This design comes from an exercise in tuning for small area, a short achievable clock period and few clock cycles on the open sky130 flow, not from production work. Where RTL was checked, it was by simulation tests only, not by an equivalence proof against the original. For run 4, only the layout was checked, not whether the RTL still works.

**flow/config.mk**
```make
export PLATFORM = sky130hd
export DESIGN_NAME = rsa_encrypt
export DESIGN_NICKNAME = rsa_encrypt
export VERILOG_FILES = /design/flow/design.v
export SDC_FILE = /design/flow/constraint.sdc
export NUM_CORES = 4
export LEC_CHECK = 0
export ABC_AREA = 1
export CAP_MARGIN = 20
export CORE_MARGIN = 2
export CORE_UTILIZATION = 40
export PLACE_DENSITY = 0.6
export SETUP_SLACK_MARGIN = 1.5
export SLEW_MARGIN = 20
```
**flow/constraint.sdc**
```tcl
create_clock -name core_clock -period 5.0 [get_ports {clk}]
set_input_delay 1.0000 -clock core_clock [delete_from_list [all_inputs] [get_ports {clk}]]
set_output_delay 1.0000 -clock core_clock [all_outputs]
set_load 0.01 [all_outputs]
```
**flow/design.v**
```verilog
module rsa_encrypt(input clk, reset_n, compute,
                   input [31:0] M, e, n,
                   output logic [31:0] C,
                   output logic encrypt_done);
  logic        busy, first, init, keep, trv, mul, yb, ec;
  logic        sa, sx, zx;    
  logic        nz;            
  logic [4:0]  i;             
  logic [3:0]  j;             
  logic [15:0] acc, X, nr;
  function automatic [4:0] msb32(input [31:0] v);
    msb32 = 5'd0;
    for (int k = 1; k < 32; k++) if (v[k]) msb32 = k[4:0];
  endfunction
  function automatic [3:0] msb16(input [15:0] v);
    msb16 = 4'd0;
    for (int k = 1; k < 16; k++) if (v[k]) msb16 = k[3:0];
  endfunction
  function automatic below16(input [15:0] v);
    below16 = 1'b0;
    for (int k = 0; k < 15; k++) if (v[k+1]) below16 = v[k];
  endfunction
  function automatic below2_16(input [15:0] v);
    below2_16 = 1'b0;
    for (int k = 0; k < 14; k++) if (v[k+2]) below2_16 = v[k];
  endfunction
  always_ff @(posedge clk) nr <= n[15:0];
  wire [15:0] nb = nz ? nr : 16'd0;
  wire [18:0] xa = zx ? 19'd0 : {2'b0, acc, 1'b0};
  wire [18:0] xb = {3'b0, ({16{sa}} & acc) | ({16{sx}} & X)};
  wire [18:0] z1 = ~{3'b0, nb};
  wire [18:0] z2 = ~{2'b0, nb, 1'b0};
  wire [18:0] s1 = xa ^ xb ^ z1;
  wire [18:0] c1 = {(xa[17:0] & xb[17:0]) | (xa[17:0] & z1[17:0]) | (xb[17:0] & z1[17:0]), 1'b1};
  wire [18:0] s2 = xa ^ xb ^ z2;
  wire [18:0] c2 = {(xa[17:0] & xb[17:0]) | (xa[17:0] & z2[17:0]) | (xb[17:0] & z2[17:0]), 1'b1};
  wire [18:0] t0 = xa + xb;
  wire [18:0] t1 = s1 + c1;    
  wire [18:0] t2 = s2 + c2;    
  wire [15:0] acc_n = !t2[18] ? t2[15:0] : (!t1[18] ? t1[15:0] : t0[15:0]);
  wire [15:0] Xf  = init ? X : acc;       
  wire [15:0] Y   = mul ? M[15:0] : X;    
  wire y01  = Xf[15:1] == 15'd0;          
  wire m2   = M[15:2] == 14'd0;           
  wire bm   = below16(M[15:0]);           
  wire fin  = first ? (mul && m2) : (j == 4'd0);
  wire more = !mul && ec;                 
  wire adv  = fin && !more;               
  wire triv = (e[31:1] == 31'd0) || (M[15:1] == 15'd0);    
  logic busy_n, done_n, first_n, init_n, keep_n, mul_n, yb_n;
  logic [3:0] j_n;
  logic [4:0] i_n;
  always_comb begin
    busy_n = busy; done_n = encrypt_done;
    first_n = first; init_n = init; keep_n = keep; mul_n = mul;
    yb_n = yb; j_n = j; i_n = i;
    if (busy) begin
      if ((first && init && trv) || (adv && i == 5'd0)) begin
        busy_n = 1'b0;
        done_n = 1'b1;
      end
      if (first) begin
        first_n = 1'b0;
        init_n = 1'b0;
        if (mul) begin
          keep_n = 1'b0;
          j_n = msb16({2'b0, M[15:2]});
          yb_n = below2_16(M[15:0]);
        end else begin
          keep_n = y01;
          j_n = y01 ? 4'd0 : msb16({1'b0, Xf[15:1]});
          yb_n = below16(Xf);
        end
      end else begin
        j_n = j - 4'd1;
        yb_n = Y[j - 4'd1];
        keep_n = 1'b0;
      end
      if (fin) begin
        first_n = 1'b1;
        mul_n = more;
        if (adv) i_n = i - 5'd1;
      end
    end else begin
      if (encrypt_done) begin
        if (!compute) done_n = 1'b0;
      end else if (compute) busy_n = 1'b1;
      first_n = 1'b1;
      init_n = 1'b1;
      keep_n = 1'b0;
      mul_n = 1'b0;
      i_n = msb32({1'b0, e[31:1]});
    end
  end
  always_ff @(posedge clk, negedge reset_n) begin
    if (!reset_n) begin
      busy <= 1'b0;
      encrypt_done <= 1'b0;
    end else begin
      busy <= busy_n;
      encrypt_done <= done_n;
    end
  end
  wire sq1 = busy_n && first_n && !mul_n;    
  wire mu1 = busy_n && first_n && mul_n;     
  wire stp = busy_n && !first_n && !keep_n;  
  always_ff @(posedge clk) begin
    acc <= acc_n;
    ec <= e[i];
    first <= first_n; init <= init_n; keep <= keep_n; mul <= mul_n;
    yb <= yb_n; j <= j_n; i <= i_n;
    sa <= (sq1 && !init_n) || (mu1 && bm) || keep_n || !busy_n;
    sx <= (sq1 && init_n) || (stp && yb_n);
    zx <= sq1 || keep_n || !busy_n;
    nz <= stp || mu1;
    if (busy && first && !init) X <= acc;
    if (!busy) begin
      X <= M[15:0];
      trv <= triv;
    end
  end
  assign C = {16'd0, acc};
endmodule
```
**flow/flow/run.sh**
```bash
#!/bin/bash
# The standard layout, with the port buffers made from the smallest buffer
# cell instead of the delay cell buffer_ports picks by default.
set -euo pipefail
export BUFFER_PORTS_ARGS="-buffer_cell sky130_fd_sc_hd__buf_1"
bash standard.sh > standard_flow.log 2>&1
```
**flow/standard.sh**
```bash
#!/bin/bash
# synth_recipe.tcl (not shown) runs the flow's synth.tcl, then flattens the netlist and writes it again
# the make line also repeats each setting of config.mk as NAME=value (left out here)
make -C /OpenROAD-flow-scripts/flow DESIGN_CONFIG=/design/flow/config.mk WORK_HOME=/design/flow/orfs CLKGATE_MAP_FILE= SYNTH_SCRIPT=/design/flow/synth_recipe.tcl "${@:-finish}"
```
==> metrics.md, run 1 <==
| Metric | Value |
|---|---|
| Status | timing/DRC/antenna clean |
| CP most frequent cell | o21ai_2 |
| Worst setup path end | acc[0] |
| Avg Inst Size Synth | 7.00 um2 |
| Die ar. | 19100 um2 |
| IO Port Bufs | 83 |
| Placeable Area | 17800 um2 |
| Slowest library cell on the worst path | fa_1 |
| CP cell instances | clkinvlp_4 > buf_12 > o21ai_4 > fa_1 > ha_4 > a21oi_2 > o21ai_2 > a21oi_2 > o21bai_2 > a21boi_2 > o21ai_2 > nand2_2 > nor2_2 > nor2_2 > nor2_1 > nor2_1 > nor2_1 > o21ai_2 > buf_4 > nand2_4 > o21ai_2 > o31ai_2 |
| Slew @ Worst Pin | 1.05 ns |
| Final worst setup slack | 1.49 ns |
| Worst-Skew Late Latency | 0.35 ns |
| Fin util | 49.0% |
| Max incr delay on CP | 0.48 ns |
| Initial antenna violation count | 0 |
| Hold WC Path Type | input pin to async pin |
| Fin crit period | 3.51 ns |
| Fillers | 1810 |
| Critical path class | flip-flop to flip-flop |
| Routed Antenna Nets | 0 |
| CTS tree | done |
| Rel. slew slack | 30.1% |
| Worst setup EP type | flip-flop |
| DR vias/cell | 5.17 |
| Layout area overhead | 21.3% |
| Clock Tree Buf Depth | 2 |
| Dpl cells | 1313 |
| Most common cell after layout, fill and taps aside | nand2_1 |
| Endpoints failing setup | 0 |
| Layout cells sized above 1 | 12.5% |
| Diodes inserted | 0 |
| Crit Path Max Fanout | 8 |
| Initial core utilization | 40.4% |
| GRT overflow | 0 |
| Gpl congestion | 0.843 |
| Std cell rows | 49 |
| Hold Slack | 0.422 ns |
| Crit share post-route | 70.1% |
| Top-Level Pins | 132 |
| Crit Reg-Reg Startpoint | sa |
| FMAX | 0.285 GHz |
| RSZ-0062 raised after global routing | true |
| Clock sink total | 69 |
| Number of DRC markers in iteration 0 | 475 |
| Vias in the first global route | 6650 |
| Yosys warning total | 1 |
| Chip height | 138 um |
| Global Route Usage Sum | 20.6% |
| Cells after Synth | 1031 |
| CP Data Arrival Time | 3.74 ns |
| Reg2reg path depth | 22 |
| DRC violations left | 0 |
| Register area share after synthesis | 22.9% |
| Final Hold Fails | 0 |
| Worst Setup Start Kind | flip-flop |
| CTS buffer count | 9 |
| R2r setup slk | 1.49 ns |
| Pre-Repair DR Iteration Count | 7 |
| Reg-to-reg endpoint | acc[0] |
| Worst setup startpoint | sa |
| Leading area contributor after synthesis | dfxtp_1 |
| WL/cell | 14.7 um |
| First-pass GRT wire length | 32200 um |
| Clock skew | 0.00531 ns |
| Placement Setup Slack | 0.901 ns |
| Fin nets | 1321 |
| DR vias | 7089 |
| Die Wd | 138 um |
| CP required | 5.23 ns |
| Distinct cells, synth | 53 |
| Post-DP HPWL | 15200 um |
| Max-slew violation count | 0 |
| Final Non-Filler Cells | 1372 |
| H-tree depth | 3 |
| Largest net degree at the start of global routing | 51 |
| Leading cell types in the layout, fill and taps excluded | 200 x nand2_1, 139 x inv_1, 102 x o21ai_0 |
| CTS Root Cell | clkbuf_16 |
| Drt total wl | 20200 um |
| Clk slew on worst S/H paths | 0.06 ns |
| Post-synth top area share | 11.4% |
| Flops & latches, synth | 69 |
| Max-cap violations | 0 |
| Synthesized area | 7210 um2 |
| Setup TNS | 0 ns |
| Top cells by area, synth | dfxtp_1 11%, edfxtp_1 11%, nand2_1 11% |
[Yosys cell counts, drive strengths merged]
cell	n
clkinv	4
edfxtp	26
a21o	1
a22oi	2
o211ai	8
ha	51
nand2	207
nor3	6
o311ai	1
fa	33
or2	2
and2	1
o21bai	4
o21ai	130
o2bb2ai	1
a211oi	1
nor4	4
nand4	8
dfrtp	2
a31oi	7
buf	23
a21boi	3
o22ai	17
a21oi	92
clkbuf	25
o41ai	1
nand3b	1
dfxtp	41
nor2	72
a32oi	2
o221ai	3
xor2	20
xnor2	21
conb	1
inv	143
o31ai	5
nand3	62
[layout make-up]
cell class                 instances  area (um2)  share of cell area [%]
multi-input combinational        784        5240                    59.9
tap                              229         287                    3.27
clock buffer                       9         225                    2.57
sequential                        69        1660                    19.0
clock inverter                     7        81.3                   0.930
timing repair buffer             125         671                    7.66
timing repair inverter             2        11.3                   0.129
inverter                         147         572                    6.54
[flip-flops by register name (all words and copies together) (netlist names), 4 cells and up]
register,flops
acc,16
X,16
nr,16
i,5
j,4
[worst min-delay path by stage]
| stage | start | endpoint | slack (ns) | depth (start not counted) |
|---|---|---|---|---|
| global placement | encrypt_done | encrypt_done | 0.56 | 2 |
| finish | reset_n | encrypt_done | 0.42 | 1 |
| floorplan | yb | sx | 0.51 | 3 |
| global route | reset_n | encrypt_done | 0.42 | 1 |
| detailed placement | encrypt_done | encrypt_done | 0.54 | 2 |
| CTS | reset_n | busy | 0.41 | 1 |
[per-stage QoR]
step,instance area [um2]
floorplan,7270
global placement,7620
detailed placement,7620
CTS,8340
global route,8750
finish,8750
[what timing repair did]
action,4_1_cts,5_1_grt
pin swaps,14,31
resized for setup,49,55
gates cloned,3,1
buffers inserted,23,16
endpoints found under the setup margin,16,16
hold buffers,0,0
[critical path, delay by kind of cell (launching register included)]
family | cells | cell delay, ns
AND/OR/NAND/NOR | 7 | 0.56
AO/OA/AOI/OAI | 10 | 1.33
adder cells (fa/ha/maj) | 2 | 0.73
buffers and inverters | 3 | 0.42
flip-flops | 1 | 0.34
[per-layer routing]
| layer | wire length [um] | track usage (%) | vias up |
|---|---|---|---|
| met1 | 9330 | 27.0 | 3224 |
| met5 | 0 | 0 | - |
| met3 | 912 | 3.81 | 38 |
| li1 | - | - | 3638 |
| met4 | 518 | 7.14 | 0 |
| met2 | 9440 | 34.4 | 189 |
[logic make-up (layout without fill, tap and decap cells)]
logic type / Yosys count / in the layout / share of synthesized area (%)
other cells: 1 / 16 / 0.0520
fa+ha+maj: 84 / 84 / 18.0
compound gates: 278 / 278 / 21.8
buf+inv: 195 / 290 / 11.4
flops: 69 / 69 / 22.9
xor+xnor: 41 / 41 / 4.98
simple gates: 363 / 365 / 20.9
Testbench counts, summed over its fixed seeds: cycles 5,140.
==> run 2, diff against run 1 <==
--- a/flow/config.mk
+++ b/flow/config.mk
@@ -6,5 +6,4 @@
 export NUM_CORES = 4
 export LEC_CHECK = 0
-export ABC_AREA = 1
 export CAP_MARGIN = 20
 export CORE_MARGIN = 2
==> run 2 against run 1 <==
Compared with the run above:
- critical endpoint is now acc[15]
- critical path depth shrank 10
- largest cell class unchanged
- maximum frequency rose by 3.1%
==> metrics.md, run 2 <==
| Metric | Value |
|---|---|
| Number of DRC markers in iteration 0 | 353 (-26%) |
| CP Buf/Inv Count | 1 (-2) |
| GRT overflow | 0 (unchanged) |
| Leading cell types in the layout, fill and taps excluded | 83 x buf_1, 68 x nor2_1, 65 x nand2_1 |
| Avg Inst Size Synth | 8.92 um2 (+27%) |
| IO Port Bufs | 83 (unchanged) |
| Distinct cells, synth | 82 (+55%) |
| Largest net degree at the start of global routing | 36 (-29%) |
| Leading cell type by number of instances after synthesis | nor2_1 |
| Leading area contributor after synthesis | dfxtp_1 |
| Reg-to-reg endpoint | acc[15] |
| Pre-Repair DR Iteration Count | 5 (-2) |
| Synth Flop Type | dfxtp_1 |
| Crit share post-route | 68.0% (-2.1 points) |
| Worst setup startpoint | X[4] |
| Worst-Skew Late Latency | 0.35 ns (about the same) |
| Flops & latches, synth | 68 (-1.4%) |
| Top-Level Pins | 132 (unchanged) |
| Final Hold Fails | 0 (unchanged) |
| Vias in the first global route | 6319 (-5.0%) |
| Async set-reset flop share out of synthesis | 2.94% (+0.043 points) |
| Clock sink total | 68 (-1.4%) |
| Rel. slew slack | 31.9% (+1.8 points) |
| Diodes inserted | 0 (unchanged) |
| Fin nets | 1102 (-17%) |
| First-pass GRT wire length | 32700 um (+1.4%) |
| Most common cell after layout, fill and taps aside | buf_1 |
| Clock skew | 0.00856 ns (+0.00325 ns) |
| CTS Root Cell | clkbuf_16 |
| Post-synth top area share | 10.7% (-0.65 points) |
| Critical path class | flip-flop to flip-flop |
| H-tree depth | 3 (unchanged) |
| Biggest registers after layout | X (16), acc (16), nr (16) |
| FMAX | 0.294 GHz (+3.1%) |
| Die ar. | 19800 um2 (+3.4%) |
| Clock Tree Buf Depth | 2 (unchanged) |
| CP Data Arrival Time | 3.62 ns (-0.12 ns) |
| DRC violations left | 0 (unchanged) |
| Crit Path Max Fanout | 5 (-3) |
| Initial core utilization | 41.1% (+0.70 points) |
| CP cell instances | a22o_2 > fa_1 > ha_1 > nor3_1 > a21oi_2 > a21oi_4 > o211ai_4 > a211oi_2 > a211oi_4 > buf_4 > a2111oi_2 > a31oi_1 |
| Status | timing/DRC/antenna clean |
| Clk slew on worst S/H paths | 0.06 ns (about the same) |
| CTS buffer count | 9 (unchanged) |
| CTS tree | done |
| Worst Setup Start Kind | flip-flop |
| CP required | 5.22 ns (about the same) |
| Slew @ Worst Pin | 1.02 ns (-0.0252 ns) |
| Hold_buf cts | 0 (unchanged) |
| Synthesized area | 7460 um2 (+3.5%) |
| Initial antenna violation count | 0 (unchanged) |
| Worst setup EP type | flip-flop |
| Top cells by area, synth | dfxtp_1 11%, edfxtp_1 10%, fa_1 8.9% |
| DR vias | 6467 (-8.8%) |
| DR vias/cell | 5.61 (+8.6%) |
| Max incr delay on CP | 0.49 ns (about the same) |
| EDFF count, synth | 26 (unchanged) |
| WL/cell | 17.3 um (+17%) |
| Chip height | 141 um (+1.7%) |
| Max-cap violations | 0 (unchanged) |
| Yosys warning total | 1 (unchanged) |
| Gpl congestion | 0.843 (unchanged) |
| RSZ-0062 raised after global routing | true |
| Routed Antenna Nets | 0 (unchanged) |
| Worst setup path end | acc[15] |
| Reg2reg path depth | 12 (-45%) |
| Fin crit period | 3.40 ns (-0.106 ns) |
| Hold WC Path Type | input pin to async pin |
| Drt total wl | 19900 um (-1.4%) |
| Instance count on the critical path | 12 (-45%) |
| Endpoints failing setup | 0 (unchanged) |
| Crit Reg-Reg Startpoint | X[4] |
| CP top delay family | compound AO/OA/AOI/OAI gates |
| Placeable Area | 18100 um2 (+1.7%) |
| Layout cells sized above 1 | 13.9% (+1.3 points) |
| Synth top cells by count | 70 x nor2_1, 65 x nand2_1, 57 x a21oi_1 |
| Slowest library cell on the worst path | edfxtp_1 |
| Register area share after synthesis | 21.9% (-1.0 points) |
| Die Wd | 141 um (+1.7%) |
| Global Route Usage Sum | 20.5% (-0.10 points) |
| Layout area overhead | 14.3% |
| Cells after Synth | 837 (-19%) |
| R2r setup slk | 1.60 ns (+0.11 ns) |
| Std cell rows | 49 (unchanged) |
| Setup TNS | 0 ns (unchanged) |
| Max-slew violation count | 0 (unchanged) |
| Post-DP HPWL | 15300 um (+0.21%) |
-- run 2: cell types whose count changed after synthesis, sizes merged, moves of 16 or more --
cell,before,now
nand2,207,65
nand3,62,14
mux2i,0,16
nor2b,0,27
a211oi,1,20
inv,143,49
mux4,0,20
a21oi,92,62
o21ai,130,57
-- run 2: layout make-up --
cell class | count | area [um2]
inverter | 50 | 188
tap | 229 | 287
sequential | 68 | 1650
fill | 1781 | 9620
clock buffer | 9 | 225
timing repair buffer | 102 | 480
multi-input combinational | 688 | 5600
clock inverter | 7 | 98.8
-- run 2: stage by stage --
step	setup WS [ns]	std cells	hold slack [ns]	util (%)	area [um2]
global route	1.45	1153	0.414	47.0	8530
CTS	1.52	1143	0.416	45.7	8290
global placement	0.934	1123	0.517	43.5	7890
finish	1.60	1153	0.418	47.0	8530
detailed placement	0.909	1123	0.530	43.5	7890
floorplan	1.53	852	0.532	-	7520
-- run 2: worst min-delay path by stage --
stage / from / to / slack [ns] / cells past startpoint
3_5_place_dp: encrypt_done / encrypt_done / 0.53 / 2
6_report: reset_n / encrypt_done / 0.42 / 1
2_1_floorplan: i[4] / ec / 0.53 / 1
5_1_grt: reset_n / busy / 0.41 / 1
3_3_place_gp: encrypt_done / encrypt_done / 0.52 / 2
4_1_cts: reset_n / busy / 0.42 / 1
-- run 2: cells by family (layout without fill, tap and decap cells) --
kind of cell	count (synthesis)	count (layout)	share of synthesized area, %
DFF	68	68	21.9
xor gates and xnor gates	37	37	4.34
muxes	50	50	10.3
adders and majority gates	84	84	17.4
and+or+nand+nor	250	250	16.3
buffers and inverters	96	168	6.24
AOI/OAI and AO/OA	251	251	23.4
other	1	16	0.0502
-- run 2: metal layers --
| metal | GRT usage, % | up-vias | part of all wire [%] |
|---|---|---|---|
| met5 | 0 | - | 0 |
| met2 | 34.0 | 157 | 47 |
| li1 | - | 3241 | - |
| met1 | 28.1 | 3051 | 47 |
| met4 | 5.47 | 0 | 1.6 |
| met3 | 3.26 | 18 | 4.1 |
-- run 2: timing repair --
action / CTS / global route
cloned: 0 / 1
pin swaps: 3 / 7
gates resized for setup: 17 / 38
setup endpoints to repair: 16 / 16
buffers inserted: 4 / 9
==> run 3, diff against run 2 <==
--- a/flow/config.mk
+++ b/flow/config.mk
@@ -9,4 +9,5 @@
 export CORE_MARGIN = 2
 export CORE_UTILIZATION = 40
+export CTS_BUF_LIST = sky130_fd_sc_hd__clkbuf_8
 export PLACE_DENSITY = 0.6
 export SETUP_SLACK_MARGIN = 1.5
==> run 3 against run 2 <==
Compared with the run above:
- still clean
- flip-flop and latch count unchanged
- final cell count up 0.43%
- sequential share of layout area up 0.080 points
- synthesized cell count unchanged
- die area unchanged
- setup slack better by 0.019 ns
- non-clock buffer count up 5
- count of clock-buffer cells in the layout unchanged
- synthesized area unchanged
- utilization down 0.16 points
- register-to-register slack better by 0.02 ns
- critical endpoint is now acc[14]
==> metrics.md, run 3 <==
| Metric | Value |
|---|---|
| DR vias | 6529 (+0.96%) |
| Leading cell type by number of instances after synthesis | nor2_1 |
| Register area share after synthesis | 21.9% (unchanged) |
| Vias in the first global route | 6274 (-0.71%) |
| Worst-Skew Late Latency | 0.37 ns (+0.02 ns) |
| Setup TNS | 0 ns (unchanged) |
| FMAX | 0.296 GHz (+0.57%) |
| Largest net degree at the start of global routing | 36 (unchanged) |
| Routed Antenna Nets | 0 (unchanged) |
| Gpl congestion | 0.843 (unchanged) |
| DR vias/cell | 5.64 (+0.52%) |
| Critical path class | flip-flop to flip-flop |
| Placed cell area | 7890 um2 (unchanged) |
| GRT overflow | 0 (unchanged) |
| Synth top cells by count | 70 x nor2_1, 65 x nand2_1, 57 x a21oi_1 |
| Clock Tree Buf Depth | 2 (unchanged) |
| Yosys warning total | 1 (unchanged) |
| H-tree depth | 3 (unchanged) |
| Post-synth top area share | 10.7% (unchanged) |
| Fin nets | 1107 (+0.45%) |
| Die Wd | 141 um (unchanged) |
| Layout area overhead | 13.9% |
| Max-slew violation count | 0 (unchanged) |
| Fin crit period | 3.38 ns (-0.0192 ns) |
| Biggest registers after layout | X (16), acc (16), nr (16) |
| Distinct cells, synth | 82 (unchanged) |
| CTS Root Cell | clkbuf_8 |
| Synth Flop Type | dfxtp_1 |
| Synthesized area | 7460 um2 (unchanged) |
| Leading area contributor after synthesis | dfxtp_1 |
| Crit Path Max Fanout | 9 (+4) |
| Die ar. | 19800 um2 (unchanged) |
| Clock sink total | 68 (unchanged) |
| Number of DRC markers in iteration 0 | 405 (+15%) |
| Std cell rows | 49 (unchanged) |
| EDFF count, synth | 26 (unchanged) |
| Slew @ Worst Pin | 1.02 ns (-0.000599 ns) |
| Pre-Repair DR Iteration Count | 5 (unchanged) |
| Most common cell after layout, fill and taps aside | buf_1 |
| RSZ-0062 raised after global routing | true |
| Global Route Usage Sum | 20.3% (-0.22 points) |
| Avg Inst Size Synth | 8.92 um2 (unchanged) |
| CTS tree | done |
| Hold Slack | 0.391 ns (-0.0268 ns) |
| Leading cell types in the layout, fill and taps excluded | 83 x buf_1, 68 x nor2_1, 65 x nand2_1 |
| Drt total wl | 19900 um (+0.14%) |
| CTS buffer count | 9 (unchanged) |
| Flops & latches, synth | 68 (unchanged) |
| Endpoints failing setup | 0 (unchanged) |
| Hold WC Path Type | input pin to async pin |
| Clock skew | 0.0114 ns (+0.00285 ns) |
| Top-Level Pins | 132 (unchanged) |
| Top cells by area, synth | dfxtp_1 11%, edfxtp_1 10%, fa_1 8.9% |
| CP required | 5.25 ns (+0.03 ns) |
| DRC violations left | 0 (unchanged) |
| Initial antenna violation count | 0 (unchanged) |
| Placeable Area | 18100 um2 (unchanged) |
| Async set-reset flop share out of synthesis | 2.94% (unchanged) |
| Fin util | 46.9% (-0.16 points) |
| CP Data Arrival Time | 3.63 ns (about the same) |
| Cells after Synth | 837 (unchanged) |
| Clk slew on worst S/H paths | 0.09 ns (+0.03 ns) |
| IO Port Bufs | 83 (unchanged) |
| Diodes inserted | 0 (unchanged) |
| Max-cap violations | 0 (unchanged) |
| Crit share post-route | 67.6% (-0.38 points) |
| First-pass GRT wire length | 32500 um (-0.68%) |
| WL/cell | 17.2 um (-0.30%) |
| Rel. slew slack | 31.9% (+0.040 points) |
| Initial core utilization | 41.1% (unchanged) |
| Layout cells sized above 1 | 15.2% (+1.3 points) |
| Chip height | 141 um (unchanged) |
| Final Hold Fails | 0 (unchanged) |
| Status | timing/DRC/antenna clean |
| Post-DP HPWL | 15300 um (unchanged) |
| Hold_buf cts | 0 (unchanged) |
| Worst setup EP type | flip-flop |
| Final Cell Area | 8500 um2 (-0.34%) |
| Worst Setup Start Kind | flip-flop |
[run 3: per-layer routing]
layer | GRT usage, % | wire length [um] | vias up | part of all wire, %
met5 | 0 | 0 | - | 0
met4 | 5.26 | 297 | 0 | 1.5
met3 | 2.65 | 784 | 20 | 3.9
met2 | 33.8 | 9450 | 154 | 47
met1 | 28.1 | 9400 | 3107 | 47
li1 | - | - | 3248 | -
[run 3: cell type report]
cell class | instances | area, um2
Timing Repair Buffer | 107 | 534
Sequential cell | 68 | 1650
Tap cell | 229 | 287
Clock buffer | 9 | 124
Fill cell | 1794 | 9640
Multi-Input combinational cell | 688 | 5620
Inverter | 50 | 188
Clock inverter | 7 | 98.8
[run 3: stage by stage]
stage / std cells / setup WS (ns)
final: 1158 / 1.62
after global placement: 1123 / 0.934
after detailed placement: 1123 / 0.909
after CTS: 1142 / 1.51
after global routing: 1158 / 1.46
after floorplan: 852 / 1.53
[run 3: logic make-up after synthesis]
group	share of synthesized area, %
flip-flops	21.9
XOR/XNOR	4.34
AO/OA/AOI/OAI	23.4
multiplexers	10.3
AND/OR/NAND/NOR	16.3
other	0.0502
buffers and inverters	6.24
adder cells (fa/ha/maj)	17.4
[run 3: critical path, stage by stage, from the launching register on]
cell	delay (ns)
dfxtp_4	0.43
buf_6	0.18
a22o_1	0.17
inv_1	0.08
fa_1	0.50
inv_1	0.05
ha_1	0.21
or4b_2	0.66
a211oi_2	0.22
a211oi_2	0.07
buf_4	0.17
buf_4	0.15
o41ai_2	0.38
[run 3: what timing repair did]
action | in CTS | in global routing
pin swaps | 2 | 9
endpoints found under the setup margin | 16 | 16
gates resized for setup | 17 | 48
setup buffers | 3 | 15
gates cloned | 0 | 1
[run 3: worst paths after layout]
check	start	end	slack [ns]	cells past startpoint
setup reg to reg	sa	acc[14]	1.62	12
max in group asynchronous	reset_n	busy	4.49	1
hold reg to reg	encrypt_done	encrypt_done	0.55	2
hold / removal	reset_n	encrypt_done	0.39	1
min in group core_clock	encrypt_done	encrypt_done	0.55	2
setup / recovery	sa	acc[14]	1.62	12
==> run 4, diff against run 3 <==
--- a/flow/design.v
+++ b/flow/design.v
@@ -8,5 +8,5 @@
   logic [4:0]  i;             
   logic [3:0]  j;             
-  logic [15:0] acc, X, nr;
+  logic [15:0] acc, X;
   function automatic [4:0] msb32(input [31:0] v);
     msb32 = 5'd0;
@@ -25,6 +25,5 @@
     for (int k = 0; k < 14; k++) if (v[k+2]) below2_16 = v[k];
   endfunction
-  always_ff @(posedge clk) nr <= n[15:0];
-  wire [15:0] nb = nz ? nr : 16'd0;
+  wire [15:0] nb = nz ? n[15:0] : 16'd0;
   wire [18:0] xa = zx ? 19'd0 : {2'b0, acc, 1'b0};
   wire [18:0] xb = {3'b0, ({16{sa}} & acc) | ({16{sx}} & X)};
--- a/flow/config.mk
+++ b/flow/config.mk
@@ -9,5 +9,4 @@
 export CORE_MARGIN = 2
 export CORE_UTILIZATION = 40
-export CTS_BUF_LIST = sky130_fd_sc_hd__clkbuf_8
 export PLACE_DENSITY = 0.6
 export SETUP_SLACK_MARGIN = 1.5
==> run 4 against run 3 <==
Compared with the run above:
- still clean
- first-iteration DRC count rose by 13%
- utilization up 1.0 points
- worst hold slack better by 0.091 ns
- highest routed layer unchanged
==> metrics.md, run 4 <==
| Metric | Value |
|---|---|
| Status | timing/DRC/antenna clean |
| Synthesized area | 7140 um2 (-4.3%) |
| Leading area contributor after synthesis | edfxtp_1 |
| Worst Setup Start Kind | input pin |
| Number of DRC markers in iteration 0 | 457 (+13%) |
| Register area share after synthesis | 18.4% (-3.5 points) |
| Post-synth top area share | 10.9% (+0.20 points) |
| Std cell rows | 48 (-2.0%) |
| Max-cap violations | 0 (unchanged) |
| Rel. slew slack | 40.0% (+8.1 points) |
| Clock sink total | 52 (-24%) |
| Initial core utilization | 41.2% (about the same) |
| Biggest registers after layout | X (16), acc (16), i (5) |
| Die Wd | 138 um (-2.1%) |
| Area of the multi-input gates | 5820 um2 (+3.5%) |
| Top cells by area, synth | edfxtp_1 11%, fa_1 9.2%, ha_1 8.9% |
| R2r setup slk | 1.62 ns (about the same) |
| Crit Reg-Reg Startpoint | X[2] |
| Leading cell types in the layout, fill and taps excluded | 82 x buf_1, 67 x nor2_1, 56 x nand2_1 |
| RSZ-0062 raised after global routing | false |
| Layout area overhead | 16.3% |
| Most common cell after layout, fill and taps aside | buf_1 |
| Pre-Repair DR Iteration Count | 5 (unchanged) |
| CTS buffer count | 5 (-4) |
| Layout cells sized above 1 | 16.5% (+1.4 points) |
| Placed cell area | 7570 um2 (-4.0%) |
| DR vias | 6535 (+0.092%) |
| Worst setup EP type | flip-flop |
| Vias in the first global route | 6114 (-2.6%) |
| Drt total wl | 19900 um (-0.11%) |
| Fin crit period | 3.43 ns (+0.0440 ns) |
| H-tree depth | 2 (-1) |
| IO Port Bufs | 83 (unchanged) |
| Leading cell type by number of instances after synthesis | nor2_1 |
| WL/cell | 17.6 um (+2.2%) |
| Crit Path Max Fanout | 6 (-3) |
| Clock skew | 0.0113 ns (-0.0000840 ns) |
| Final Non-Filler Cells | 1132 (-2.2%) |
| DR vias/cell | 5.77 (+2.4%) |
| Dpl cells | 1105 (-1.6%) |
| Gpl congestion | 0.886 (+5.1%) |
| EDFF count, synth | 26 (unchanged) |
| Worst-Skew Late Latency | 0.30 ns (-0.07 ns) |
| Top-Level Pins | 132 (unchanged) |
| Max-slew violation count | 0 (unchanged) |
| Distinct cells, synth | 82 (unchanged) |
| Hold WC Path Type | input pin to async pin |
| Global Route Usage Sum | 21.0% (+0.69 points) |
| Die ar. | 18900 um2 (-4.2%) |
| Endpoints failing setup | 0 (unchanged) |
| Crit share post-route | 68.5% (+0.88 points) |
| Placeable Area | 17400 um2 (-4.4%) |
| Avg Inst Size Synth | 8.70 um2 (-2.4%) |
| Diodes inserted | 0 (unchanged) |
| Critical path class | input pin to flip-flop |
| Synth top cells by count | 70 x nor2_1, 65 x nand2_1, 57 x a21oi_1 |
| Chip height | 138 um (-2.1%) |
| Post-DP HPWL | 15300 um (+0.62%) |
| First-pass GRT wire length | 31500 um (-2.8%) |
| Setup TNS | 0 ns (unchanged) |
| Synth Flop Type | edfxtp_1 |
| CP required | 5.19 ns (-0.06 ns) |
| Flops & latches, synth | 52 (-24%) |
| Routed Antenna Nets | 0 (unchanged) |
| Final Cell Area | 8310 um2 (-2.3%) |
| Clk slew on worst S/H paths | 0.08 ns (about the same) |
| CP Data Arrival Time | 3.61 ns (-0.02 ns) |
| Clock Tree Buf Depth | 2 (unchanged) |
| CTS tree | done |
| Hold_buf cts | 0 (unchanged) |
| Async set-reset flop share out of synthesis | 3.85% (+0.90 points) |
| Fillers | 1702 (-5.1%) |
| Slew @ Worst Pin | 0.899 ns (-0.122 ns) |
| Reg2reg path depth | 13 (+1) |
| Initial antenna violation count | 0 (unchanged) |
| CTS Root Cell | clkbuf_16 |
| Reg area | 1320 um2 (-20%) |
| Fin nets | 1089 (-1.6%) |
| FMAX | 0.292 GHz (-1.3%) |
| DRC violations left | 0 (unchanged) |
| Yosys warning total | 1 (unchanged) |
| GRT overflow | 0 (unchanged) |
| Largest net degree at the start of global routing | 45 (+25%) |
| Cells after Synth | 821 (-1.9%) |
| Final Hold Fails | 0 (unchanged) |
| Reg-to-reg endpoint | acc[15] |
[run 4: cell count changes in the layout (fill, tap and decap cells not counted), sizes merged]
cell    delta
buf        +1
bufinv     -2
clkbuf     -1
clkinv     -2
dfxtp     -16
inv        -2
[run 4: logic make-up (layout without fill, tap and decap cells)]
kind of cell	Yosys count	in the layout	synth area share, %
compound gates	251	251	24.5
mux	50	50	10.8
xor+xnor	37	37	4.54
simple gates	250	250	17.1
buf+inv	96	167	6.51
other cells	1	16	0.0525
fa+ha+maj	84	84	18.2
flops	52	52	18.4
[run 4: worst max path at each step]
stage               start      end  slack (ns)  cells past startpoint
floorplan            n[1]  acc[13]        1.53                     11
global placement     n[2]   acc[1]        0.77                     13
detailed placement   n[2]   acc[6]        0.73                     13
CTS                    sx  acc[15]        1.51                     13
global route         n[3]  acc[15]        1.48                     14
finish              n[11]  acc[15]        1.57                     14
[run 4: repair_timing]
item / 4_1_cts / 5_1_grt
resized for setup: 26 / 71
setup buffers: 10 / 8
endpoints found under the setup margin: 16 / 16
endpoints found under the hold margin: 0 / 0
gates cloned: 1 / 0
pin swaps: 11 / 27
[run 4: routing by layer]
layer  wire, um  vias up  GRT usage (%)
li1           -     3192              -
met1       9460     3125           30.6
met2       9170      193           33.3
met3        980       25           2.91
met4        315        0           4.01
met5          0        -              0
[run 4: worst max-delay path, cell delays in order]
cell and delay (ns):
buf_1 0.09, nand2_2 0.09, fa_1 0.61, ha_4 0.24, a21o_4 0.23, a221oi_4 0.29
buf_4 0.16, a31oi_4 0.03, a21oi_4 0.16, buf_12 0.14, buf_4 0.10, nor2_1 0.05
a2111oi_4 0.33, a31oi_1 0.07
[run 4: area by class of cell]
type | instances | share of cell area (%)
repair buffers | 109 | 6.68
clock inverters | 1 | 0.0452
well taps | 225 | 3.39
inverters | 50 | 2.26
flip-flops and latches | 52 | 15.9
multi-input cells | 688 | 70.0
clock buffers | 7 | 1.72
[run 4: metrics by stage]
step                hold WS [ns]  util (%)  setup WS, ns
finish                     0.482      47.9          1.57
global route               0.487      47.9          1.48
CTS                        0.484      45.7          1.51
detailed placement         0.525      43.6         0.732
global placement           0.518      43.6         0.774
floorplan                  0.532         -          1.53
==> run 5, diff against run 4 <==
--- a/flow/design.v
+++ b/flow/design.v
@@ -9,11 +9,24 @@
   logic [3:0]  j;             
   logic [15:0] acc, X;
+  function automatic [1:0] lod4(input [3:0] v);
+    lod4 = v[3] ? 2'd3 : v[2] ? 2'd2 : v[1] ? 2'd1 : 2'd0;
+  endfunction
   function automatic [4:0] msb32(input [31:0] v);
-    msb32 = 5'd0;
-    for (int k = 1; k < 32; k++) if (v[k]) msb32 = k[4:0];
+    logic [7:0] nz;
+    logic [1:0] hi;
+    logic [1:0] lo;
+    logic [3:0] q;
+    for (int k = 0; k < 8; k++) nz[k] = |v[4*k +: 4];
+    hi = lod4({|nz[7:6], |nz[5:4], |nz[3:2], |nz[1:0]});
+    lo = nz[2*hi+1] ? 2'd1 : 2'd0;
+    q = v[4*(2*hi+lo) +: 4];
+    msb32 = {hi, lo[0], lod4(q)};
   endfunction
   function automatic [3:0] msb16(input [15:0] v);
-    msb16 = 4'd0;
-    for (int k = 1; k < 16; k++) if (v[k]) msb16 = k[3:0];
+    logic [3:0] nz;
+    logic [1:0] hi;
+    for (int k = 0; k < 4; k++) nz[k] = |v[4*k +: 4];
+    hi = lod4(nz);
+    msb16 = {hi, lod4(v[4*hi +: 4])};
   endfunction
   function automatic below16(input [15:0] v);
==> run 5 against run 4 <==
Compared with the run above:
- register-to-register slack lost 0.14 ns
- final cell count is 2.6% lower
- global-route usage up 0.093 points
- non-clock buffer count down 1
- worst hold slack worse by 0.012 ns
- synthesized cell count is 3.8% lower
- critical path depth did not move
- first-iteration DRC count decreased by 16%
- count of clock-buffer cells in the layout is 1 lower
- critical path type unchanged
==> metrics.md, run 5 <==
| Metric | Value |
|---|---|
| Clock sink total | 52 (unchanged) |
| Fin nets | 1060 (-2.7%) |
| Layout cells sized above 1 | 11.8% (-4.7 points) |
| Routed Antenna Nets | 0 (unchanged) |
| Reg2reg path depth | 12 (-1) |
| Avg Inst Size Synth | 8.82 um2 (+1.4%) |
| CP Data Arrival Time | 3.78 ns (+0.17 ns) |
| Worst setup startpoint | n[1] |
| CP cell instances | buf_1 > nand2_2 > fa_1 > inv_2 > fa_2 > nor2b_4 > o31a_1 > nor2b_2 > o31a_1 > a21oi_4 > a31oi_4 > buf_6 > or2_1 > a31oi_1 |
| Hold WC Path Type | input pin to async pin |
| Max-cap violations | 0 (unchanged) |
| First-pass GRT wire length | 30900 um (-2.1%) |
| Fillers | 1774 (+4.2%) |
| Biggest registers after layout | X (16), acc (16), i (5) |
| Synth Flop Type | edfxtp_1 |
| Slowest library cell on the worst path | fa_1 |
| Reg area | 1320 um2 (-0.57%) |
| Top cells by area, synth | edfxtp_1 11%, fa_1 9.5%, ha_1 9.2% |
| Drt total wl | 19200 um (-3.5%) |
| Distinct cells, synth | 71 (-13%) |
| Pre-Repair DR Iteration Count | 5 (unchanged) |
| Hold Slack | 0.470 ns (-0.0123 ns) |
| Area of the multi-input gates | 5510 um2 (-5.3%) |
| DR vias/cell | 5.68 (-1.5%) |
| Reg-to-reg endpoint | acc[15] |
| Placeable Area | 17200 um2 (-1.0%) |
| CTS Root Cell | clkbuf_16 |
| Fin crit period | 3.56 ns (+0.136 ns) |
| Diodes inserted | 0 (unchanged) |
| Instance count on the critical path | 14 (unchanged) |
| Cells after Synth | 790 (-3.8%) |
| GRT overflow | 0 (unchanged) |
| Leading cell type by number of instances after synthesis | nor2_1 |
| Die Wd | 136 um (-1.2%) |
| Clock skew | 0.00881 ns (-0.00252 ns) |
| Initial core utilization | 40.6% (-0.58 points) |
| Status | timing/DRC/antenna clean |
| Slew @ Worst Pin | 1.03 ns (+0.131 ns) |
| Die ar. | 18500 um2 (-2.4%) |
| CP Buf/Inv Count | 3 (-1) |
| Most common cell after layout, fill and taps aside | buf_1 |
| Worst-Skew Late Latency | 0.30 ns (about the same) |
| FMAX | 0.281 GHz (-3.8%) |
| CTS tree | done |
| Endpoints failing setup | 0 (unchanged) |
| Clock Tree Buf Depth | 2 (unchanged) |
| Std cell rows | 48 (unchanged) |
| Synthesized area | 6970 um2 (-2.4%) |
| EDFF count, synth | 26 (unchanged) |
| Setup TNS | 0 ns (unchanged) |
| RSZ-0062 raised after global routing | true |
| Worst Setup Start Kind | input pin |
| Vias in the first global route | 5990 (-2.0%) |
| Worst setup path end | acc[1] |
| WL/cell | 17.4 um (-0.98%) |
| Synth top cells by count | 67 x nor2_1, 55 x a21oi_1, 52 x nand2_1 |
| Leading cell types in the layout, fill and taps excluded | 83 x buf_1, 67 x nor2_1, 54 x a21oi_1 |
| Final Hold Fails | 0 (unchanged) |
| Post-synth top area share | 11.2% (+0.27 points) |
| Max incr delay on CP | 0.54 ns (-0.07 ns) |
| CP top delay family | compound AO/OA/AOI/OAI gates |
| Critical path class | input pin to flip-flop |
| Flops & latches, synth | 52 (unchanged) |
| Rel. slew slack | 31.3% (-8.7 points) |
| Post-DP HPWL | 15100 um (-1.6%) |
| Global Route Usage Sum | 21.1% (+0.093 points) |
| Number of DRC markers in iteration 0 | 385 (-16%) |
| CTS buffer count | 5 (unchanged) |
| Clk slew on worst S/H paths | 0.07 ns (about the same) |
| CP most frequent cell | o31a_1 |
| Gpl congestion | 0.903 (+1.9%) |
| Yosys warning total | 1 (unchanged) |
| R2r setup slk | 1.48 ns (-0.14 ns) |
| Initial antenna violation count | 0 (unchanged) |
| Max-slew violation count | 0 (unchanged) |
| IO Port Bufs | 83 (unchanged) |
| DRC violations left | 0 (unchanged) |
| Leading area contributor after synthesis | edfxtp_1 |
| H-tree depth | 2 (unchanged) |
| Async set-reset flop share out of synthesis | 3.85% (unchanged) |
| Crit share post-route | 71.2% (+2.7 points) |
| Crit Path Max Fanout | 6 (unchanged) |
| Chip height | 136 um (-1.2%) |
| Layout area overhead | 14.6% |
| Worst setup EP type | flip-flop |
| Top-Level Pins | 132 (unchanged) |
| CP required | 5.22 ns (+0.03 ns) |
| Crit Reg-Reg Startpoint | X[1] |
| Register area share after synthesis | 18.8% (+0.46 points) |
| DR vias | 6270 (-4.1%) |
| Largest net degree at the start of global routing | 32 (-29%) |
==> run 5: cell types whose count changed after synthesis, sizes merged, moves of 6 or more <==
| cell | change |
|---|---|
| o21ai | -11 |
| mux2i | +18 |
| a21oi | -7 |
| nand2b | +7 |
| a211oi | -19 |
| a31oi | -6 |
| nand2 | -13 |
| inv | -8 |
==> run 5: cell type report <==
class                      instances  area share, %
multi-input combinational        669           69.0
sequential                        52           16.5
timing repair buffer             108           7.32
tap                              225           3.53
inverter                          41           1.93
clock buffer                       6           1.61
clock inverter                     2          0.172
==> run 5: how the worst min path moves through the flow <==
stage | start | endpoint
final | reset_n | encrypt_done
after global placement | encrypt_done | encrypt_done
after detailed placement | encrypt_done | encrypt_done
after global routing | reset_n | busy
after CTS | reset_n | encrypt_done
after floorplan | i[3] | ec
==> run 5: per-layer routing <==
layer / global-route usage [%] / vias to the layer above / wire length (um)
met3: 2.87 / 12 / 973
li1: - / 3082 / -
met1: 30.1 / 2995 / 9140
met2: 34.7 / 181 / 8960
met5: 0 / - / 0
met4: 3.30 / 0 / 144
==> run 5: repair_timing <==
item,CTS,global route
hold buffers,0,0
resized for setup,27,20
buffers inserted,13,1
endpoints found under the hold margin,0,0
pin swaps,12,9
endpoints found under the setup margin,16,16
gates cloned,2,0
==> run 5: cells by family after synthesis <==
family / synth area share, %
XOR/XNOR: 4.77
multiplexers: 14.1
flip-flops: 18.8
other: 0.0538
AND/OR/NAND/NOR: 18.6
buffers and inverters: 5.65
AO/OA/AOI/OAI: 19.4
adder cells (fa/ha/maj): 18.6
==> run 5: per-stage QoR <==
step / utilization (%) / std cells / area [um2] / setup WS [ns]
6_report: 46.5 / 1103 / 7990 / 1.44
5_1_grt: 46.5 / 1103 / 7990 / 1.31
4_1_cts: 46.0 / 1102 / 7890 / 1.45
3_5_place_dp: 43.5 / 1079 / 7480 / 0.832
3_3_place_gp: 43.5 / 1079 / 7480 / 0.830
2_1_floorplan: - / 805 / 7070 / 1.50
Testbench counts of run 5, summed over its fixed seeds: cycles 5,140.
==> run 6, diff against run 5 <==
--- a/flow/config.mk
+++ b/flow/config.mk
@@ -9,5 +9,6 @@
 export CORE_MARGIN = 2
 export CORE_UTILIZATION = 40
+export CTS_BUF_LIST = sky130_fd_sc_hd__clkbuf_8
 export PLACE_DENSITY = 0.6
-export SETUP_SLACK_MARGIN = 1.5
+export SETUP_SLACK_MARGIN = 1.0
 export SLEW_MARGIN = 20
==> run 6 against run 5 <==
Compared with the run above:
- still clean on timing, DRC and antenna
- setup slack worse by 0.23 ns
- final cell count is 0.91% lower
- first-iteration DRC count is 7.8% lower
- critical path depth is the same
- wire length decreased by 3.0%
- maximum frequency decreased by 6.0%
- global-route usage fell by 0.61 points
- critical endpoint unchanged
==> metrics.md, run 6 <==
| Metric | Value |
|---|---|
| Setup TNS | 0 ns (unchanged) |
| Die Wd | 136 um (unchanged) |
| Clock sink total | 52 (unchanged) |
| Distinct cells, synth | 71 (unchanged) |
| Max-cap violations | 0 (unchanged) |
| Worst setup startpoint | n[1] |
| Rel. slew slack | 39.2% (+7.8 points) |
| Clock Tree Buf Depth | 2 (unchanged) |
| Critical path class | input pin to flip-flop |
| Pre-Repair DR Iteration Count | 7 (+2) |
| Status | timing/DRC/antenna clean |
| Leading cell type by number of instances after synthesis | nor2_1 |
| Placed cell area | 7440 um2 (-0.52%) |
| Worst-Skew Late Latency | 0.33 ns (+0.03 ns) |
| Worst Setup Start Kind | input pin |
| Most common cell after layout, fill and taps aside | buf_1 |
| Placeable Area | 17200 um2 (unchanged) |
| Diodes inserted | 0 (unchanged) |
| CP required | 5.27 ns (+0.05 ns) |
| Clock skew | 0.0114 ns (+0.00263 ns) |
| Number of DRC markers in iteration 0 | 355 (-7.8%) |
| CTS buffer count | 5 (unchanged) |
| Fin nets | 1050 (-0.94%) |
| WL/cell | 17.1 um (-2.1%) |
| Largest net degree at the start of global routing | 43 (+34%) |
| Synthesized area | 6970 um2 (unchanged) |
| Avg Inst Size Synth | 8.82 um2 (unchanged) |
| Initial antenna violation count | 1 (+1) |
| Synth Flop Type | edfxtp_1 |
| DR vias/cell | 5.58 (-1.9%) |
| CP Data Arrival Time | 4.06 ns (+0.28 ns) |
| EDFF count, synth | 26 (unchanged) |
| FMAX | 0.264 GHz (-6.0%) |
| Max-slew violation count | 0 (unchanged) |
| Fin crit period | 3.79 ns (+0.229 ns) |
| Register area share after synthesis | 18.8% (unchanged) |
| Fillers | 1785 (+0.62%) |
| Crit Reg-Reg Startpoint | X[1] |
| Async set-reset flop share out of synthesis | 3.85% (unchanged) |
| Synth top cells by count | 67 x nor2_1, 55 x a21oi_1, 52 x nand2_1 |
| Hold Slack | 0.431 ns (-0.0384 ns) |
| Crit Path Max Fanout | 12 (+6) |
| DR vias | 6097 (-2.8%) |
| Gpl congestion | 0.885 (-2.0%) |
| H-tree depth | 2 (unchanged) |
| Die ar. | 18500 um2 (unchanged) |
| IO Port Bufs | 83 (unchanged) |
| CTS tree | done |
| Layout area overhead | 9.68% |
| Final Cell Area | 7640 um2 (-4.3%) |
| Slew @ Worst Pin | 0.911 ns (-0.119 ns) |
| RSZ-0062 raised after global routing | false |
| Post-synth top area share | 11.2% (unchanged) |
| Std cell rows | 48 (unchanged) |
| Initial core utilization | 40.6% (unchanged) |
| Cells after Synth | 790 (unchanged) |
| Leading area contributor after synthesis | edfxtp_1 |
| Yosys warning total | 1 (unchanged) |
| Top-Level Pins | 132 (unchanged) |
| Crit share post-route | 75.8% (+4.6 points) |
| GRT overflow | 0 (unchanged) |
| Chip height | 136 um (unchanged) |
| Post-DP HPWL | 15000 um (-0.48%) |
| Flops & latches, synth | 52 (unchanged) |
| Endpoints failing setup | 0 (unchanged) |
| Leading cell types in the layout, fill and taps excluded | 83 x buf_1, 67 x nor2_1, 54 x a21oi_1 |
| Routed Antenna Nets | 0 (unchanged) |
| Clk slew on worst S/H paths | 0.11 ns (+0.04 ns) |
| Final Hold Fails | 0 (unchanged) |
| Global Route Usage Sum | 20.5% (-0.61 points) |
| Hold WC Path Type | input pin to async pin |
| DRC violations left | 0 (unchanged) |
| Worst setup EP type | flip-flop |
| Layout cells sized above 1 | 7.49% (-4.4 points) |
| Top cells by area, synth | edfxtp_1 11%, fa_1 9.5%, ha_1 9.2% |
| Biggest registers after layout | X (16), acc (16), i (5) |
| Vias in the first global route | 5804 (-3.1%) |
| CTS Root Cell | clkbuf_8 |
| Drt total wl | 18700 um (-3.0%) |
| Reg2reg path depth | 13 (+1) |
| First-pass GRT wire length | 30200 um (-2.1%) |
[run 6: layout make-up]
class / instances / area, um2 / share of cell area (%)
inverter: 41 / 154 / 2.01
sequential: 52 / 1320 / 17.3
multi-input combinational: 669 / 5350 / 70.0
clock buffer: 5 / 68.8 / 0.900
clock inverter: 3 / 42.5 / 0.556
tap: 225 / 282 / 3.68
timing repair buffer: 98 / 428 / 5.60
[run 6: what timing repair did]
item | in CTS | in global routing
buffers inserted | 0 | 7
resized for setup | 4 | 8
endpoints found under the setup margin | 15 | 15
pin swaps | 0 | 1
hold buffers | 0 | 0
gates cloned | 0 | 0
[run 6: path summary, 6_finish.rpt]
kind	endpoint	slack (ns)
min	encrypt_done	0.43
max	acc[1]	1.21
max in group asynchronous	busy	4.45
max reg2reg	acc[1]	1.24
min reg2reg	encrypt_done	0.52
min in group core_clock	encrypt_done	0.52
[run 6: critical path, stage by stage]
cell and delay (ns):
buf_1 0.06, nand2_1 0.10, fa_1 0.53, inv_1 0.06
fa_1 0.43, nor2b_1 0.16, o31a_1 0.22, nor2b_1 0.08
o31a_1 0.36, a21oi_4 0.23, a31oi_4 0.22, buf_4 0.23
or2_1 0.21, a31oi_1 0.17
[run 6: metrics by stage]
stage | setup WS, ns | utilization (%) | std cells
after floorplan | 1.28 | - | 805
after global placement | 0.517 | 43.3 | 1078
after detailed placement | 0.501 | 43.3 | 1078
after CTS | 1.08 | 44.0 | 1086
after global routing | 1.02 | 44.5 | 1093
final | 1.21 | 44.5 | 1093
[run 6: cells by family after synthesis]
family / Yosys count / share of synthesized area, %
mux: 71 / 14.1
fa+ha+maj: 84 / 18.6
other cells: 1 / 0.0538
buf+inv: 84 / 5.65
flops: 52 / 18.8
simple gates: 258 / 18.6
xor+xnor: 38 / 4.77
compound gates: 202 / 19.4
[run 6: layer usage]
| layer | vias to the layer above | global-route usage (%) | wire [um] |
|---|---|---|---|
| li1 | 3068 | - | - |
| met5 | - | 0 | 13 |
| met2 | 168 | 34.0 | 8640 |
| met3 | 13 | 3.02 | 935 |
| met4 | 2 | 2.08 | 118 |
| met1 | 2846 | 29.2 | 8940 |
==> run 7, diff against run 6 <==
--- a/flow/config.mk
+++ b/flow/config.mk
@@ -8,7 +8,7 @@
 export CAP_MARGIN = 20
 export CORE_MARGIN = 2
-export CORE_UTILIZATION = 40
+export CORE_UTILIZATION = 50
 export CTS_BUF_LIST = sky130_fd_sc_hd__clkbuf_8
-export PLACE_DENSITY = 0.6
-export SETUP_SLACK_MARGIN = 1.0
+export PLACE_DENSITY = 0.8
+export SETUP_SLACK_MARGIN = 1.5
 export SLEW_MARGIN = 20
==> run 7 against run 6 <==
Compared with the run above:
- critical endpoint unchanged
- worst hold slack improved by 0.013 ns
- critical path depth unchanged
- flip-flop and latch count unchanged
- synthesized area unchanged
- register-to-register slack improved by 0.26 ns
- synthesized cell count unchanged
- via count increased by 4.7%
- count of clock-buffer cells in the layout unchanged
==> metrics.md, run 7 <==
| Metric | Value |
|---|---|
| Initial antenna violation count | 1 (unchanged) |
| Synthesized area | 6970 um2 (unchanged) |
| DR vias/cell | 6.03 (+8.1%) |
| Register area share after synthesis | 18.8% (unchanged) |
| Fillers | 1273 (-29%) |
| Clock sink total | 52 (unchanged) |
| Vias in the first global route | 6025 (+3.8%) |
| Fin crit period | 3.55 ns (-0.241 ns) |
| Top cells by area, synth | edfxtp_1 11%, fa_1 9.5%, ha_1 9.2% |
| Drt total wl | 18700 um (about the same) |
| RSZ-0062 raised after global routing | true |
| Final worst setup slack | 1.45 ns (+0.241 ns) |
| Combinational family with the most area after synthesis | compound AO/OA/AOI/OAI gates |
| Fraction of the mapped netlist area in adder cells | 18.6% (unchanged) |
| Post-synthesis simple-gate area fraction | 18.6% (unchanged) |
| Status | timing/DRC/antenna clean |
| Compound-gate portion of the synthesized area | 19.4% (unchanged) |
| First-pass GRT wire length | 29500 um (-2.5%) |
| Biggest registers after layout | X (16), acc (16), i (5) |
| R2r setup slk | 1.50 ns (+0.26 ns) |
| Chip height | 122 um (-10%) |
| Placement Setup Slack | 0.789 ns (+0.289 ns) |
| Critical path class | input pin to flip-flop |
| Synth Area in XOR/XNOR | 4.77% (unchanged) |
| Largest net degree at the start of global routing | 32 (-26%) |
| Crit share post-route | 71.0% (-4.8 points) |
| Reg-to-reg endpoint | acc[10] |
| Crit Path Max Fanout | 7 (-5) |
| CP Data Arrival Time | 3.80 ns (-0.26 ns) |
| Leading cell type by number of instances after synthesis | nor2_1 |
| CTS tree | done |
| CTS buffer count | 5 (unchanged) |
| Die ar. | 14900 um2 (-19%) |
| Max-cap violations | 0 (unchanged) |
| CTS Root Cell | clkbuf_8 |
| Global Route Usage Sum | 24.6% (+4.2 points) |
| Slowest library cell on the worst path | fa_2 |
| H-tree depth | 2 (unchanged) |
| IO Port Bufs | 83 (unchanged) |
| Hold WC Path Type | input pin to async pin |
| Yosys warning total | 1 (unchanged) |
| Clock skew | 0.00509 ns (-0.00635 ns) |
| Post-synthesis mux area share | 14.1% (unchanged) |
| FMAX | 0.282 GHz (+6.8%) |
| Gpl congestion | 0.918 (+3.7%) |
| Synth Flop Type | edfxtp_1 |
| Fin nets | 1061 (+1.0%) |
| Rel. slew slack | 39.6% (+0.47 points) |
| Top-Level Pins | 132 (unchanged) |
| Placeable Area | 13800 um2 (-20%) |
| Initial core utilization | 50.6% (+10 points) |
| Most common cell after layout, fill and taps aside | buf_1 |
| Leading area contributor after synthesis | edfxtp_1 |
| Final Cell Area | 7880 um2 (+3.1%) |
| Cells after Synth | 790 (unchanged) |
| Reg2reg path depth | 14 (+1) |
| Std cell rows | 43 (-10%) |
| Async set-reset flop share out of synthesis | 3.85% (unchanged) |
| Fin util | 57.2% (+13 points) |
| Placed cell area | 7380 um2 (-0.84%) |
| Layout cells sized above 1 | 12.6% (+5.1 points) |
| WL/cell | 17.6 um (+3.2%) |
| Distinct cells, synth | 71 (unchanged) |
| Slew @ Worst Pin | 0.904 ns (-0.00697 ns) |
| Pre-Repair DR Iteration Count | 5 (-2) |
| Post-synth top area share | 11.2% (unchanged) |
| Final Hold Fails | 0 (unchanged) |
| CP cell instances | buf_1 > nand2_2 > fa_2 > inv_1 > fa_2 > nor2b_4 > o31a_1 > nor2b_2 > o31a_1 > a21oi_4 > a31oi_4 > buf_6 > or2_1 > a31oi_1 |
| Endpoints failing setup | 0 (unchanged) |
| Clk slew on worst S/H paths | 0.10 ns (about the same) |
| DRC violations left | 0 (unchanged) |
| Synth top cells by count | 67 x nor2_1, 55 x a21oi_1, 52 x nand2_1 |
| Diodes inserted | 0 (unchanged) |
| Die Wd | 122 um (-10%) |
| Leading cell types in the layout, fill and taps excluded | 83 x buf_1, 66 x nor2_1, 53 x a21oi_1 |
| Worst Setup Start Kind | input pin |
| Post-DP HPWL | 14300 um (-5.2%) |
| Worst-Skew Late Latency | 0.32 ns (about the same) |
| Flops & latches, synth | 52 (unchanged) |
| Routed Antenna Nets | 0 (unchanged) |
| Max incr delay on CP | 0.55 ns (+0.02 ns) |
| DR vias | 6385 (+4.7%) |
| Avg Inst Size Synth | 8.82 um2 (unchanged) |
| GRT overflow | 0 (unchanged) |
| Reg area | 1330 um2 (+0.66%) |
| CP required | 5.25 ns (-0.02 ns) |
| Layout area overhead | 13.0% |
| Max-slew violation count | 0 (unchanged) |
| Area of the multi-input gates | 5540 um2 (+3.5%) |
| Crit Reg-Reg Startpoint | sa |
| Worst setup EP type | flip-flop |
| EDFF count, synth | 26 (unchanged) |
| Number of DRC markers in iteration 0 | 559 (+57%) |
| Clock Tree Buf Depth | 2 (unchanged) |
| Setup TNS | 0 ns (unchanged) |
## run 7: cell counts after synthesis
No cell type changed its count.
## run 7: what timing repair did
| item | in CTS | in global routing |
|---|---|---|
| cloned | 0 | 0 |
| endpoints found under the setup margin | 16 | 16 |
| hold buffers | 0 | 0 |
| gates resized for setup | 21 | 34 |
| pin swaps | 6 | 12 |
| setup buffers | 15 | 8 |
| endpoints found under the hold margin | 0 | 0 |
## run 7: cell families (layout without fill, tap and decap cells)
family	after synthesis	after routing
adder cells (fa/ha/maj)	84	84
flip-flops	52	52
AND/OR/NAND/NOR	258	258
AO/OA/AOI/OAI	202	202
multiplexers	71	71
buffers and inverters	84	158
other	1	16
XOR/XNOR	38	38
## run 7: area by class of cell
cell class	count	share of cell area, %
multi-input cells	669	70.3
flip-flops and latches	52	16.8
repair buffers	109	6.97
well taps	180	2.86
inverters	41	1.95
clock buffers	5	0.873
clock inverters	3	0.222
## run 7: worst max-delay path by stage
stage	startpoint	slack, ns	cells after the start	to
3_5_place_dp	n[2]	0.79	12	acc[5]
3_3_place_gp	n[2]	0.82	12	acc[5]
2_1_floorplan	n[1]	1.50	13	acc[15]
4_1_cts	n[2]	1.47	12	acc[5]
6_report	n[1]	1.45	14	acc[1]
5_1_grt	n[1]	1.36	14	acc[1]
## run 7: per-stage QoR
stage	hold slack, ns	cells
CTS	0.441	1051
floorplan	0.542	805
detailed placement	0.511	1028
global placement	0.503	1028
global route	0.434	1059
finish	0.445	1059
## run 7: critical path, delay by kind of cell
kind | cells | cell delay (ns)
compound gates | 5 | 1.09
buf+inv | 3 | 0.32
fa+ha+maj | 2 | 0.92
simple gates | 4 | 0.46
## run 7: per-layer routing
metal | global-route usage [%] | vias up | share of wire [%]
met1 | 32.9 | 3043 | 44
met4 | 7.18 | 2 | 1.9
met3 | 3.46 | 35 | 5.4
li1 | - | 3079 | -
met2 | 41.7 | 226 | 49
met5 | 0 | - | 0.070

separate check: timing with driven ports:
The results above use ideal ports. As a check the final layouts listed here were re-extracted and re-timed, cells and wires unchanged. Step 1, drivers: a clkbuf_16 drives clk and a buf_2 each remaining input, both assumed. Step 2 also shifts input and output timing later by t, the mid clock arrival at the registers, as if the neighbouring blocks saw the same clock. a / b / c = no drivers / after step 1 / after step 2; a / b = the first two.
run | t, ns | setup slack, ns | hold slack, ns | worst slew at a driven data input, ns
run 1 | 0.383 | 1.493 / 1.493 / 1.493 | 0.422 / 0.417 / 0.559 | 0.04
run 2 | 0.391 | 1.600 / 1.600 / 1.600 | 0.418 / 0.401 / 0.540 | 0.03
run 3 | 0.401 | 1.619 / 1.619 / 1.619 | 0.391 / 0.382 / 0.548 | 0.03
run 4 | 0.338 | 1.575 / 1.593 / 1.255 | 0.482 / 0.468 / 0.529 | 0.05
run 5 | 0.335 | 1.439 / 1.453 / 1.118 | 0.470 / 0.458 / 0.547 | 0.06
run 6 | 0.361 | 1.211 / 1.218 / 0.857 | 0.431 / 0.423 / 0.524 | 0.07
run 7 | 0.345 | 1.451 / 1.454 / 1.109 | 0.445 / 0.437 / 0.536 | 0.07
After both steps every run listed still meets setup and hold. For run 6, which loses most, drivers alone change the setup slack by +0.007 ns; drivers and shift together by -0.354 ns.
